Background: an optimization exercise with open tools, aiming at small area and a short achievable clock period. Do not read the settings as production practice.
Where RTL was checked, it was by simulation tests only, not by an equivalence proof against the original.

==> 03-24: inputs <==
## CS
module CS(Y, X, reset, clk);
input clk, reset;
input [7:0] X;
output reg [9:0] Y;
reg [3:0] count;                  
reg [7:0] w0, w1, w2, w3, w4, w5, w6, w7, w8;    
reg [7:0] q;                      
reg [3:0] r;                      
wire nz = (count != 4'd0);
wire [7:0] qz = q & {8{nz}};
wire [3:0] rz = r & {4{nz}};
always @(posedge clk) begin
  q <= qn; r <= rn;
end
wire full = (count == 4'd9);
wire en = full & ~reset;
wire [7:0] qn;
wire [3:0] rn;
wire [9:0] Yd;
always @(posedge clk) begin
  w0 <= X; w1 <= w0; w2 <= w1; w3 <= w2; w4 <= w3;
  w5 <= w4; w6 <= w5; w7 <= w6; w8 <= w7;
end
always @(posedge clk) begin
  if (reset) count <= 4'd0;
  else if (!full) count <= count + 4'd1;
end
always @(posedge clk) Y <= Yd;
  ...
Settings: LEC_CHECK=0, CAP_MARGIN=20, CORE_MARGIN=2, CORE_UTILIZATION=60, CTS_BUF_LIST=sky130_fd_sc_hd__clkbuf_8, SLEW_MARGIN=20, SYNTH_HIERARCHICAL=1, SYNTH_MINIMUM_KEEP_SIZE=0; clock period 23.0 ns.
standard.sh (not shown) runs the stock make flow with config.mk's settings and CLKGATE_MAP_FILE= SYNTH_SCRIPT=/design/flow/synth_recipe.tcl, a recipe that flattens the netlist after the stock synthesis.
==> flow/flow/run.sh <==
#!/bin/bash
# The standard layout (standard.sh), with two changes to how it is made:
#  - ORFS's timing repair aims at a setup slack of 13.5 ns at the design's clock
#    period (SETUP_SLACK_MARGIN), so repair_timing sizes and buffers critical paths;
#  - every input and output port still gets a buffer, of cell sky130_fd_sc_hd__buf_2.
set -e
export SETUP_SLACK_MARGIN=13.5
export BUFFER_PORTS_ARGS="-buffer_cell sky130_fd_sc_hd__buf_2"
bash standard.sh > standard.log 2>&1
==> 05-10: changes against 03-24 <==
CORE_UTILIZATION = 40   (was 60)
CTS_CLUSTER_DIAMETER = 150   (was not set)
CTS_CLUSTER_SIZE = 40   (was not set)
==> metrics.md <==
| Metric | Value |
|---|---|
| M2 GR Usage | `44.8%` |
| Post-layout util | `67.5%` |
| Clock Pin Slew Worst Setup and Hold Paths | `0.09 ns` |
| Bufs w/o clock | `29` |
| Clock-cell share of area | `2.29%` |
| Layout cell share with drive strength beyond 1 | `22.4%` |
| Hold slack | `0.389 ns` |
| Total wire length | `15000 um` |
| Status | `timing/DRC/antenna clean` |
| Gr usage total | `26.8%` |
That was 03-24.
==> metrics.md <==
| Metric | Value |
|---|---|
| Total wire length | `15300 um` |
| Met3 wire length | `748 um` |
| M2 GR Usage | `29.1%` |
| Hold slack | `0.380 ns` |
| Bufs w/o clock | `23` |
| Core ar. | `16400 um2` |
| Layout cell share with drive strength beyond 1 | `19.8%` |
| Clock Pin Slew Worst Setup and Hold Paths | `0.10 ns` |
| Status | `timing/DRC/antenna clean` |
| Clock-cell share of area | `2.87%` |
| Post-layout util | `44.7%` |
| Gr usage total | `17.8%` |
That was 05-10.
Function was not checked in any run of this note: the RTL went through the layout flow alone.

* * *

==> zinc: inputs <==
Another version of the RTL of CS (not shown whole).
Settings: LEC_CHECK=0, CAP_MARGIN=20, CORE_MARGIN=2, CORE_UTILIZATION=40, SLEW_MARGIN=20, SYNTH_HIERARCHICAL=1, SYNTH_MINIMUM_KEEP_SIZE=0; clock period 23.0 ns.
run.sh (not shown) runs the stock make flow with config.mk's settings and CLKGATE_MAP_FILE= SYNTH_SCRIPT=/design/flow/synth_recipe.tcl, a recipe that flattens the netlist after the stock synthesis.
Stock flow here: none of the scripts above is used.
==> delta (differences from zinc) <==
==> flow/flow/run.sh (new file) <==
#!/bin/bash
# The standard layout (standard.sh), with ORFS's timing repair aimed at a
# setup slack of 13 ns at the design's clock period (SETUP_SLACK_MARGIN),
# so that repair_timing sizes and buffers the critical paths.
set -e
export SETUP_SLACK_MARGIN=13
bash standard.sh > standard.log 2>&1
==> flow/standard.sh (new file) <==
#!/bin/bash
# synth_recipe.tcl (not shown) runs the flow's synth.tcl, then flattens the netlist and writes it again
# the make line also repeats each setting of config.mk as NAME=value (left out here)
make -C /OpenROAD-flow-scripts/flow DESIGN_CONFIG=/design/flow/config.mk WORK_HOME=/design/flow/orfs CLKGATE_MAP_FILE= SYNTH_SCRIPT=/design/flow/synth_recipe.tcl "${@:-finish}"
removed: flow/run.sh
==> reports/results.ini <==
[layout]
multi_input_area_share = 0.602
regArea_sq_um = 1960
final_cell_mix = dfxtp_1, inv_1, and2_1
clk_share = 0.0379
drive_above_1_share = 0.158

[setup_path]
rr_endpoint = Y[6]$_DFF_P_
r2r_setup_slack_ns = 13.53

[outcome]
status = timing/DRC/antenna clean

[clock_network]
ctsResizeCount = 2

The numbers above come from delta.

==> reports/results.ini <==
[setup_path]
rr_endpoint = Y[7]$_DFF_P_
r2r_setup_slack_ns = 12.77

[layout]
drive_above_1_share = 0.143
multi_input_area_share = 0.603
final_cell_mix = dfxtp_1, inv_1, and2_1

[outcome]
status = timing/DRC/antenna clean

The numbers above come from zinc.


* * *

==> inputs of build 53 <==
CS, a different RTL version from the one above (not shown whole).
==> flow/config.mk <==
export PLATFORM = sky130hd
export DESIGN_NAME = CS
export DESIGN_NICKNAME = CS
export VERILOG_FILES = /design/flow/design.v
export SDC_FILE = /design/flow/constraint.sdc
export NUM_CORES = 4
export LEC_CHECK = 0
export CAP_MARGIN = 20
export CORE_MARGIN = 2
export CORE_UTILIZATION = 40
export CTS_BUF_LIST = sky130_fd_sc_hd__clkbuf_8
export SLEW_MARGIN = 20
export SYNTH_HIERARCHICAL = 1
export SYNTH_MINIMUM_KEEP_SIZE = 0
==> flow/constraint.sdc <==
create_clock -name core_clock -period 23.0 [get_ports {clk}]
set_input_delay 4.6000 -clock core_clock [delete_from_list [all_inputs] [get_ports {clk}]]
set_output_delay 4.6000 -clock core_clock [all_outputs]
set_load 0.01 [all_outputs]
standard.sh (not shown) runs the stock make flow with config.mk's settings and CLKGATE_MAP_FILE= SYNTH_SCRIPT=/design/flow/synth_recipe.tcl, a recipe that flattens the netlist after the stock synthesis.
==> flow/flow/run.sh <==
#!/bin/bash
# The standard layout (standard.sh), with two changes to how it is made:
#  - ORFS's timing repair aims at a setup slack of 13.5 ns at the design's clock
#    period (SETUP_SLACK_MARGIN), so repair_timing sizes and buffers critical paths;
#  - every input and output port still gets a buffer, of cell sky130_fd_sc_hd__buf_2.
set -e
export SETUP_SLACK_MARGIN=13.5
export BUFFER_PORTS_ARGS="-buffer_cell sky130_fd_sc_hd__buf_2"
bash standard.sh > standard.log 2>&1
==> inputs of trial 59, as changes to build 53 <==
--- a/flow/design.v
+++ b/flow/design.v
@@ -80,33 +80,31 @@
 input clk, reset;
 input [7:0] X;
 output reg [9:0] Y;
 reg [3:0] count;                  
 reg [7:0] w0, w1, w2, w3, w4, w5, w6, w7, w8;    
 reg [7:0] q;                      
 reg [3:0] r;                      
-wire nz = (count != 4'd0);
-wire [7:0] qz = q & {8{nz}};
-wire [3:0] rz = r & {4{nz}};
-always @(posedge clk) begin
-  q <= qn; r <= rn;
-end
 wire full = (count == 4'd9);
 wire en = full & ~reset;
 wire [7:0] qn;
 wire [3:0] rn;
 wire [9:0] Yd;
 always @(posedge clk) begin
   w0 <= X; w1 <= w0; w2 <= w1; w3 <= w2; w4 <= w3;
   w5 <= w4; w6 <= w5; w7 <= w6; w8 <= w7;
 end
 always @(posedge clk) begin
   if (reset) count <= 4'd0;
   else if (!full) count <= count + 4'd1;
 end
+always @(posedge clk) begin
+  if (reset) begin q <= 8'd0; r <= 4'd0; end
+  else begin q <= qn; r <= rn; end
+end
 always @(posedge clk) Y <= Yd;
 wire n1, n2, n3, n4, n5, n6, n7, n8, n9, n10, n11, n12, n13, n14, n15, n16, n17, n18, n19, n20, n21, n22, n23, n24, n25, n26, n27, n28, n29, n30, n31, n32, n33, n34, n35, n36, n37, n38, n39, n40, n41, n42, n43, n44, n45, n46, n47, n48, n49, n50, n51, n52, n53, n54, n55, n56, n57, n58, n59, n60, n61, n62, n63, n64, n65, n66, n67, n68, n69, n70, n71, n72, n73, n74, n75, n76, n77, n78, n79, n80, n81, n82, n83, n84, n85, n86, n87, n88, n89, n90, n91, n92, n93, n94, n95, n96, n97, n98, n99, n100, n101, n102, n103, n104, n105, n106, n107, n108, n109, n110, n111, n112, n113, n114, n115, n116, n117, n118, n119, n120, n121, n122, n123, n124, n125, n126, n127, n128, n129, n130, n131, n132, n133, n134, n135, n136, n137, n138, n139, n140, n141, n142, n143, n144, n145, n146, n147, n148, n149, n150, n151, n152, n153, n154, n155, n156, n157, n158, n159, n160, n161, n162, n163, n164, n165, n166, n167, n168, n169, n170, n171, n172, n173, n174, n175, n176, n177, n178, n179, n180, n181, n182, n183, n184, n185, n186, n187, n188, n189, n190, n191, n192, n193, n194, n195, n196, n197, n198, n199, n200, n201, n202, n203, n204, n205, n206, n207, n208, n209, n210, n211, n212, n213, n214, n215, n216, n217, n218, n219, n220, n221, n222, n223, n224, n225, n226, n227, n228, n229, n230, n231, n232, n233, n234, n235, n236, n237, n238, n239, n240, n241, n242, n243, n244, n245, n246, n247, n248, n249, n250, n251, n252, n253, n254, n255, n256, n257, n258, n259, n260, n261, n262, n263, n264, n265, n266, n267, n268, n269, n270, n271, n272, n273, n274, n275, n276, n277, n278, n279, n280, n281, n282, n283, n284, n285, n286, n287, n288, n289, n290, n291, n292, n293, n294, n295, n296, n297, n298, n299, n300, n301, n302, n303, n304, n305, n306, n307, n308, n309, n310, n311, n312, n313, n314, n315, n316, n317, n318, n319, n320, n321, n322, n323, n324, n325, n326, n327, n328, n329, n330, n331, n332, n333, n334, n335, n336, n337, n338, n339, n340, n341, n342, n343, n344, n345, n346, n347, n348, n349, n350, n351, n352, n353, n354, n355, n356, n357, n358, n359, n360, n361, n362, n363, n364, n365, n366, n367, n368, n369, n370, n371, n372, n373, n374, n375, n376, n377, n378, n379, n380, n381, n382, n383, n384, n385, n386, n387, n388, n389, n390, n391, n392, n393, n394, n395, n396, n397, n398, n399, n400, n401, n402, n403, n404, n405, n406, n407, n408, n409, n410, n411, n412, n413, n414, n415, n416, n417, n418, n419, n420, n421, n422, n423, n424, n425, n426, n427, n428, n429, n430, n431, n432, n433, n434, n435, n436, n437, n438, n439, n440, n441, n442, n443, n444, n445, n446, n447, n448, n449, n450, n451, n452, n453, n454, n455;
 cs_and u0 (.a(w8[0]), .b(full), .y(n1));
 cs_and u1 (.a(w8[1]), .b(full), .y(n2));
 cs_and u2 (.a(w8[2]), .b(full), .y(n3));
 cs_and u3 (.a(w8[3]), .b(full), .y(n4));
 cs_and u4 (.a(w8[4]), .b(full), .y(n5));
@@ -114,21 +112,21 @@
 cs_and u6 (.a(w8[6]), .b(full), .y(n7));
 cs_and u7 (.a(w8[7]), .b(full), .y(n8));
 cs_inv u8 (.a(n1), .y(n9));
 cs_inv u9 (.a(n2), .y(n10));
 cs_inv u10 (.a(n3), .y(n11));
 cs_inv u11 (.a(n7), .y(n12));
 cs_inv u12 (.a(n8), .y(n13));
-cs_inv u13 (.a(rz[0]), .y(n14));
+cs_inv u13 (.a(r[0]), .y(n14));
 cs_fa u14 (.a(n14), .b(n4), .c(n9), .s(n15), .co(n16));
-cs_fa u15 (.a(rz[1]), .b(rz[0]), .c(n5), .s(n17), .co(n18));
+cs_fa u15 (.a(r[1]), .b(r[0]), .c(n5), .s(n17), .co(n18));
 cs_fa u16 (.a(n10), .b(n13), .c(n17), .s(n19), .co(n20));
-cs_fa u17 (.a(rz[2]), .b(n6), .c(n11), .s(n21), .co(n22));
+cs_fa u17 (.a(r[2]), .b(n6), .c(n11), .s(n21), .co(n22));
 cs_fa u18 (.a(n18), .b(n21), .c(n20), .s(n23), .co(n24));
-cs_fa u19 (.a(rz[3]), .b(n22), .c(n24), .s(n25), .co(n26));
+cs_fa u19 (.a(r[3]), .b(n22), .c(n24), .s(n25), .co(n26));
 cs_ha u20 (.a(n12), .b(n15), .s(n27), .co(n28));
 cs_fa u21 (.a(n16), .b(n19), .c(n28), .s(n29), .co(n30));
 cs_ha u22 (.a(n23), .b(n30), .s(n31), .co(n32));
 cs_ha u23 (.a(n25), .b(n32), .s(n33), .co(n34));
 cs_xor u24 (.a(n26), .b(n34), .y(n35));
 cs_ge u25 (.h({n35, n33, n31, n29, n27}), .g1(n36), .g2(n37));
 cs_fa u26 (.a(n27), .b(n36), .c(n37), .s(n38), .co(n39));
@@ -154,44 +152,44 @@
 cs_fa u46 (.a(n69), .b(n72), .c(n73), .s(n78), .co(n79));
 cs_ha u47 (.a(n75), .b(n76), .s(n80), .co(n81));
 cs_fa u48 (.a(n77), .b(n78), .c(n81), .s(n82), .co(n83));
 cs_fa u49 (.a(n70), .b(n79), .c(n83), .s(n84), .co(n85));
 cs_inv u50 (.a(n4), .y(n86));
 cs_inv u51 (.a(n5), .y(n87));
 cs_inv u52 (.a(n6), .y(n88));
-cs_inv u53 (.a(qz[1]), .y(n89));
-cs_inv u54 (.a(qz[5]), .y(n90));
-cs_inv u55 (.a(qz[6]), .y(n91));
-cs_inv u56 (.a(qz[7]), .y(n92));
-cs_fa u57 (.a(qz[0]), .b(n86), .c(n12), .s(n93), .co(n94));
+cs_inv u53 (.a(q[1]), .y(n89));
+cs_inv u54 (.a(q[5]), .y(n90));
+cs_inv u55 (.a(q[6]), .y(n91));
+cs_inv u56 (.a(q[7]), .y(n92));
+cs_fa u57 (.a(q[0]), .b(n86), .c(n12), .s(n93), .co(n94));
 cs_ha u58 (.a(n36), .b(n37), .s(n95), .co(n96));
 cs_fa u59 (.a(n89), .b(n87), .c(n12), .s(n97), .co(n98));
 cs_ha u60 (.a(n13), .b(X[4]), .s(n99), .co(n100));
-cs_fa u61 (.a(qz[2]), .b(qz[1]), .c(n88), .s(n101), .co(n102));
+cs_fa u61 (.a(q[2]), .b(q[1]), .c(n88), .s(n101), .co(n102));
 cs_fa u62 (.a(n12), .b(n13), .c(X[5]), .s(n103), .co(n104));
 cs_fa u63 (.a(n93), .b(n95), .c(X[3]), .s(n105), .co(n106));
 cs_fa u64 (.a(n97), .b(n94), .c(n96), .s(n107), .co(n108));
 cs_ha u65 (.a(X[6]), .b(X[7]), .s(n109), .co(n110));
 cs_fa u66 (.a(n101), .b(n98), .c(X[6]), .s(n111), .co(n112));
 cs_fa u67 (.a(X[7]), .b(n100), .c(n103), .s(n113), .co(n114));
-cs_fa u68 (.a(qz[3]), .b(n13), .c(n102), .s(n115), .co(n116));
+cs_fa u68 (.a(q[3]), .b(n13), .c(n102), .s(n115), .co(n116));
 cs_ha u69 (.a(X[7]), .b(n104), .s(n117), .co(n118));
 cs_ha u70 (.a(X[6]), .b(n105), .s(n119), .co(n120));
 cs_fa u71 (.a(n107), .b(n99), .c(n109), .s(n121), .co(n122));
 cs_fa u72 (.a(n108), .b(n110), .c(n111), .s(n123), .co(n124));
 cs_fa u73 (.a(n115), .b(n112), .c(n117), .s(n125), .co(n126));
-cs_ha u74 (.a(qz[4]), .b(n116), .s(n127), .co(n128));
+cs_ha u74 (.a(q[4]), .b(n116), .s(n127), .co(n128));
 cs_ha u75 (.a(n119), .b(n72), .s(n129), .co(n130));
 cs_fa u76 (.a(n106), .b(n121), .c(n120), .s(n131), .co(n132));
 cs_fa u77 (.a(n122), .b(n113), .c(n123), .s(n133), .co(n134));
 cs_fa u78 (.a(n114), .b(n124), .c(n125), .s(n135), .co(n136));
 cs_fa u79 (.a(n127), .b(n118), .c(n126), .s(n137), .co(n138));
 cs_ha u80 (.a(n90), .b(n128), .s(n139), .co(n140));
-cs_ha u81 (.a(qz[5]), .b(n91), .s(n141), .co(n142));
-cs_ha u82 (.a(qz[6]), .b(n92), .s(n143), .co(n144));
+cs_ha u81 (.a(q[5]), .b(n91), .s(n141), .co(n142));
+cs_ha u82 (.a(q[6]), .b(n92), .s(n143), .co(n144));
 cs_add8 u83 (.a({n143, n141, n139, n137, n135, n133, n131, n73}), .b({n142, n140, n138, n136, n134, n132, n130, n129}), .s({n152, n151, n150, n149, n148, n147, n146, n145}));
 cs_inv u84 (.a(q[0]), .y(n153));
 cs_inv u85 (.a(q[1]), .y(n154));
 cs_inv u86 (.a(q[2]), .y(n155));
 cs_inv u87 (.a(q[3]), .y(n156));
 cs_inv u88 (.a(q[4]), .y(n157));
 cs_inv u89 (.a(q[5]), .y(n158));
==> notes <==
- In build 53 the setup slack is worse than in trial 59, by 0.11 ns.
- In trial 59 the final cell count is smaller than in build 53, by about 1.1%.
- Die area: build 53 is higher than trial 59 (about 0.44%).
- Against trial 59, the area after synthesis of build 53 is larger by about 0.45%.
- In trial 59 the fmax is higher than in build 53, by about 1.2%.
- In build 53 the non-clock buffer count is lower than in trial 59, by 2.
- Routed wire length: trial 59 is smaller than build 53 (about 2.7%).
- Critical path depth is the same in build 53 and trial 59.
The RTL of build 53 was laid out without a check of its function.

-- separate check: timing with driven ports --
Ports are ideal in the flow. The routed layouts listed here were re-timed in OpenROAD.
Step 1, drivers: a clkbuf_16 drives clk and a buf_2 each remaining input, both assumed.
Step 2, shift: input delay + t, output delay - t, t = (earliest + latest rising clock arrival at the registers) / 2. This alone moves slack from input paths to output paths.
Three values: ideal, step 1, step 2; two values: the first two.
| run | t (ns) | slack for setup (ns) | worst register clock-pin slew, ns |
|---|---|---|---|
| 03-24 | 0.411 | 13.816 / 13.816 / 13.816 | 0.10 / 0.10 |
| 05-10 | 0.427 | 13.934 / 13.934 / 13.934 | 0.10 / 0.10 |
| zinc | 0.396 | 12.774 / 12.774 / 12.774 | 0.07 / 0.07 |
| delta | 0.396 | 13.533 / 13.533 / 13.415 | 0.07 / 0.07 |
| build 53 | 0.432 | 13.741 / 13.741 / 13.741 | 0.10 / 0.10 |
| trial 59 | 0.425 | 13.851 / 13.851 / 13.851 | 0.10 / 0.10 |
After both steps setup and hold are still met in every run listed. For delta, which loses most, drivers alone change the setup slack by 0.000 ns; drivers and shift together by -0.118 ns.
